What follows belongs to an exercise in optimizing a design on an open flow for small area; a production flow would make more cautious choices.
At most, simulation tests tie the RTL to the original design; equivalence was not proved.
Power figures rest on the tool's default switching activity, not on a simulated workload.

// nasdaq_moldudp_itch
module nasdaq_moldudp_itch (
    input  wire        clk,
    input  wire        rst,
    input  wire        udp_payload_valid,
    input  wire [7:0]  udp_payload_data,
    input  wire        udp_payload_start,
    input  wire        udp_payload_end,
    output wire [79:0] session_id,
    output wire [63:0] sequence_number,
    output wire [15:0] message_count,
    output wire        session_valid,
    output wire        sequence_gap,
    output wire [31:0] gap_count,
    output wire [31:0] packet_count,
    output wire [31:0] msg_extracted,
    output wire        msg_valid,
    output wire [7:0]  msg_type,
    output wire        msg_error,
    output wire        add_order_valid,
    output wire [15:0] stock_locate,
    output wire [15:0] tracking_number,
    output wire [47:0] timestamp,
    output wire [63:0] order_ref,
    output wire        buy_sell,
    output wire [31:0] shares,
    output wire [63:0] stock_symbol,
    output wire [31:0] price,
    output wire        order_executed_valid,
    output wire [31:0] exec_shares,
    output wire [63:0] match_number,
    output wire        order_cancel_valid,
    output wire [31:0] cancel_shares,
    output wire        order_delete_valid,
    output wire        order_replace_valid,
    output wire [63:0] original_order_ref,
    output wire [63:0] new_order_ref,
    output wire [31:0] new_shares,
    output wire [31:0] new_price,
    output wire [31:0] total_messages,
    output wire [31:0] filtered_messages
);
Size in the first run: about 2500 cells after synthesis, ~730 flip-flops, roughly 940 I/O pins.
export LEC_CHECK = 0
export CAP_MARGIN = 20
export CORE_MARGIN = 2
export CORE_UTILIZATION = 40
export CTS_BUF_LIST = sky130_fd_sc_hd__clkbuf_16
export CTS_CLUSTER_DIAMETER = 60
export CTS_CLUSTER_SIZE = 24
export SLEW_MARGIN = 20
create_clock -name core_clock -period 5.0 [get_ports {clk}]
standard.sh (not shown) runs the stock make flow with config.mk's settings and CLKGATE_MAP_FILE= SYNTH_SCRIPT=/design/flow/synth_recipe.tcl, a recipe that flattens the netlist after the stock synthesis.
==> flow/flow/run.sh <==
#!/bin/bash
# Standard ORFS layout (the standard.sh), with two layout-only changes:
#  - port buffers use the smallest buffer cell instead of clkdlybuf4s50_1;
#  - buffers that Yosys inserted (e.g. to split nets that feed several output
#    ports) are removed at floorplan, since every port gets its own buffer anyway.
# Synthesis is the standard synthesis, unchanged.
set -euo pipefail
export BUFFER_PORTS_ARGS="-buffer_cell sky130_fd_sc_hd__buf_1"
export REMOVE_ABC_BUFFERS=1
bash standard.sh > standard_flow.log 2>&1
The baseline passed the timing, DRC and antenna checks.
Next try:
Settings changed: CTS_BUF_LIST sky130_fd_sc_hd__clkbuf_16 to sky130_fd_sc_hd__clkbuf_8, CTS_CLUSTER_DIAMETER 60 to 50, CTS_CLUSTER_SIZE 24 to 20.
Effect:
- hold slack stays flat
- flip-flop and latch count stays the same
- final area decreases by 0.56%
- critical path depth does not change
- wire length is about the same
No run of this note included a check of the RTL's function; only the layout flow was run.

before:
nasdaq_moldudp_itch, a different RTL version from the one above (not shown whole).
Size: ~720 flip-flops, ~0.031 mm² of cells after synthesis.
clock: 5.0 ns
lec_check: 0
cap_margin: 20
core_margin: 2
core_utilization: 40
cts_buf_list: sky130_fd_sc_hd__clkbuf_8
cts_cluster_diameter: 60
cts_cluster_size: 18
slew_margin: 20
==> flow/flow/run.sh <==
#!/bin/bash
# Standard ORFS layout (the standard.sh), with layout-only changes:
#  - port buffers use the smallest buffer cell instead of clkdlybuf4s50_1;
#  - buffers that Yosys inserted (e.g. to split nets that feed several output
#    ports) are removed at floorplan, since every port gets its own buffer anyway;
#  - clock tree synthesis without dummy balancing loads.
# Synthesis is the standard synthesis, unchanged.
set -euo pipefail
export BUFFER_PORTS_ARGS="-buffer_cell sky130_fd_sc_hd__buf_1"
export REMOVE_ABC_BUFFERS=1
export CTS_ARGS="-sink_clustering_enable -repair_clock_nets -sink_clustering_size 18 -sink_clustering_max_diameter 60 -buf_list sky130_fd_sc_hd__clkbuf_8 -dont_use_dummy_load"
bash standard.sh > standard_flow.log 2>&1
Inputs modified between before and after:
- a change of CTS_CLUSTER_SIZE from 18 to 16
- a change of SLEW_MARGIN from 20 to 0
- a change of CAP_MARGIN from 20 to 0
==> flow/flow/run.sh <==
#!/bin/bash
# Standard ORFS layout (the standard.sh), with two layout-only changes:
#  - port buffers use the smallest buffer cell instead of clkdlybuf4s50_1;
#  - buffers that Yosys inserted (e.g. to split nets that feed several output
#    ports) are removed at floorplan, since every port gets its own buffer anyway.
# Synthesis is the standard synthesis, unchanged.
set -euo pipefail
export BUFFER_PORTS_ARGS="-buffer_cell sky130_fd_sc_hd__buf_1"
export REMOVE_ABC_BUFFERS=1
bash standard.sh > standard_flow.log 2>&1
### Flow results
Taking before as the reference, in after overall power of the completed layout went up, first-pass iteration count of the detailed router now larger, share of the cycle needed by the critical path after routing shrank by 0.69 points, average vias per placed instance fell by about 0.6%, global-route usage over all layers now sits at about the same level. after vs. before: sequential share of layout area went down by 0.67 points. after against before: worst hold slack after final layout barely changed; wire length level; amount of wire on met3 after detailed routing down 3.0%.

Starting RTL as in the previous note.
==> flow/config.mk <==
export PLATFORM = sky130hd
export DESIGN_NAME = nasdaq_moldudp_itch
export DESIGN_NICKNAME = nasdaq_moldudp_itch
export VERILOG_FILES = /design/flow/design.v
export SDC_FILE = /design/flow/constraint.sdc
export NUM_CORES = 4
export LEC_CHECK = 0
export CAP_MARGIN = 20
export CORE_MARGIN = 2
export CORE_UTILIZATION = 40
export CTS_BUF_LIST = sky130_fd_sc_hd__clkbuf_8
export CTS_CLUSTER_DIAMETER = 60
export CTS_CLUSTER_SIZE = 16
export SLEW_MARGIN = 20
==> flow/constraint.sdc <==
create_clock -name core_clock -period 5.0 [get_ports {clk}]
set_input_delay 1.0000 -clock core_clock [delete_from_list [all_inputs] [get_ports {clk}]]
set_output_delay 1.0000 -clock core_clock [all_outputs]
set_load 0.01 [all_outputs]
==> flow/flow/run.sh <==
#!/bin/bash
# Standard ORFS layout (the standard.sh), with two layout-only changes:
#  - port buffers use the smallest buffer cell instead of clkdlybuf4s50_1;
#  - buffers that Yosys inserted (e.g. to split nets that feed several output
#    ports) are removed at floorplan, since every port gets its own buffer anyway.
# Synthesis is the standard synthesis, unchanged.
set -euo pipefail
export BUFFER_PORTS_ARGS="-buffer_cell sky130_fd_sc_hd__buf_1"
export REMOVE_ABC_BUFFERS=1
bash standard.sh > standard_flow.log 2>&1
The first run ran to the end with no violations.
Then changed:
==> flow/flow/run.sh (replaced) <==
#!/bin/bash
# Standard ORFS layout (the standard.sh), with layout-only changes:
#  - port buffers use the smallest buffer cell instead of clkdlybuf4s50_1;
#  - buffers that Yosys inserted (e.g. to split nets that feed several output
#    ports) are removed at floorplan, since every port gets its own buffer anyway;
#  - clock tree synthesis without dummy balancing loads.
# Synthesis is the standard synthesis, unchanged.
set -euo pipefail
export BUFFER_PORTS_ARGS="-buffer_cell sky130_fd_sc_hd__buf_1"
export REMOVE_ABC_BUFFERS=1
export CTS_ARGS="-sink_clustering_enable -repair_clock_nets -sink_clustering_size 16 -sink_clustering_max_diameter 60 -buf_list sky130_fd_sc_hd__clkbuf_8 -dont_use_dummy_load"
bash standard.sh > standard_flow.log 2>&1
Wire length hardly moves.
Register-to-register slack is worse by 70 ps.
Hold slack is about the same.
Then changed:
--- a/flow/flow/run.sh
+++ b/flow/flow/run.sh
@@ -9,4 +9,4 @@
 export BUFFER_PORTS_ARGS="-buffer_cell sky130_fd_sc_hd__buf_1"
 export REMOVE_ABC_BUFFERS=1
-export CTS_ARGS="-sink_clustering_enable -repair_clock_nets -sink_clustering_size 16 -sink_clustering_max_diameter 60 -buf_list sky130_fd_sc_hd__clkbuf_8 -dont_use_dummy_load"
+export CTS_ARGS="-sink_clustering_enable -repair_clock_nets -sink_clustering_size 16 -sink_clustering_max_diameter 75 -buf_list sky130_fd_sc_hd__clkbuf_8 -dont_use_dummy_load"
 bash standard.sh > standard_flow.log 2>&1
CTS_CLUSTER_DIAMETER = 75   (was 60)
The changed run completed without violations.
Total power is lower by about 0.8%.
Register-to-register slack improved by 60 ps.
Worst hold slack stays flat.
Setup slack is better by 57 ps.
Fmax grows by 1.3%.
Core utilization barely changes.
Final area barely changes.
Global-route usage is about the same.
Then changed:
--- a/flow/flow/run.sh
+++ b/flow/flow/run.sh
@@ -9,4 +9,4 @@
 export BUFFER_PORTS_ARGS="-buffer_cell sky130_fd_sc_hd__buf_1"
 export REMOVE_ABC_BUFFERS=1
-export CTS_ARGS="-sink_clustering_enable -repair_clock_nets -sink_clustering_size 16 -sink_clustering_max_diameter 75 -buf_list sky130_fd_sc_hd__clkbuf_8 -dont_use_dummy_load"
+export CTS_ARGS="-sink_clustering_enable -repair_clock_nets -sink_clustering_size 10 -sink_clustering_max_diameter 60 -buf_list sky130_fd_sc_hd__clkbuf_4 -dont_use_dummy_load"
 bash standard.sh > standard_flow.log 2>&1
CTS_BUF_LIST = sky130_fd_sc_hd__clkbuf_4   (was sky130_fd_sc_hd__clkbuf_8)
CTS_CLUSTER_DIAMETER = 60   (was 75)
CTS_CLUSTER_SIZE = 10   (was 16)
Result: The changed run finished clean; worst hold slack got worse by 18 ps; combinational power barely changes; sequential cell count stays the same; clock power shrinks by about 6%.
Then changed:
--- a/flow/flow/run.sh
+++ b/flow/flow/run.sh
@@ -9,4 +9,4 @@
 export BUFFER_PORTS_ARGS="-buffer_cell sky130_fd_sc_hd__buf_1"
 export REMOVE_ABC_BUFFERS=1
-export CTS_ARGS="-sink_clustering_enable -repair_clock_nets -sink_clustering_size 10 -sink_clustering_max_diameter 60 -buf_list sky130_fd_sc_hd__clkbuf_4 -dont_use_dummy_load"
+export CTS_ARGS="-sink_clustering_enable -repair_clock_nets -sink_clustering_size 24 -sink_clustering_max_diameter 75 -buf_list sky130_fd_sc_hd__clkbuf_16 -dont_use_dummy_load"
 bash standard.sh > standard_flow.log 2>&1
CTS_BUF_LIST = sky130_fd_sc_hd__clkbuf_16   (was sky130_fd_sc_hd__clkbuf_4)
CTS_CLUSTER_DIAMETER = 75   (was 60)
CTS_CLUSTER_SIZE = 24   (was 10)
Outcome: Via count went down by 1.1%; final area goes up by 1.4%; wire length decreases by 0.76%.

[afterwards: timing with drivers on the ports]
How much do the figures lean on ideal ports? The routed layouts below were timed once more, with nothing changed but the port constraints.
Step 1 sets driving cells, clkbuf_16 on the clock port and buf_2 on the other inputs (assumed; they add their load-dependent delay and slew).
Step 2 moves the port delays by t, midway between the first and last clock arrival at a register: inputs arrive t later, outputs are due t later. That takes back most of the time a late clock gives input paths.
a / b / c = ideal ports / drivers / drivers and shift; a / b = the first two.
run | shift t [ns] | setup WS [ns] | hold WS [ns] | worst data-port slew with drivers (ns)
the first run of note 1 | 0.709 | 0.471 / 0.471 / 0.471 | 0.503 / 0.503 / 0.503 | 0.06
the second run of note 1 | 0.758 | 0.479 / 0.479 / 0.479 | 0.506 / 0.506 / 0.506 | 0.06
before | 0.731 | 0.502 / 0.502 / 0.502 | 0.498 / 0.498 / 0.498 | 0.11
after | 0.772 | 0.536 / 0.536 / 0.536 | 0.499 / 0.499 / 0.499 | 0.11
the first run of note 3 | 0.772 | 0.536 / 0.536 / 0.536 | 0.499 / 0.499 / 0.499 | 0.11
the second run of note 3 | 0.734 | 0.466 / 0.466 / 0.466 | 0.497 / 0.497 / 0.497 | 0.10
the third run of note 3 | 0.707 | 0.524 / 0.524 / 0.524 | 0.496 / 0.496 / 0.496 | 0.10
the fourth run of note 3 | 0.891 | 0.576 / 0.576 / 0.543 | 0.478 / 0.444 / 0.495 | 0.11
the fifth run of note 3 | 0.635 | 0.574 / 0.574 / 0.506 | 0.496 / 0.496 / 0.496 | 0.13
After both steps every run listed still meets setup and hold. The setup slack of the fifth run of note 3, which loses most, moves by 0.000 ns with the drivers and by -0.068 ns with both steps.
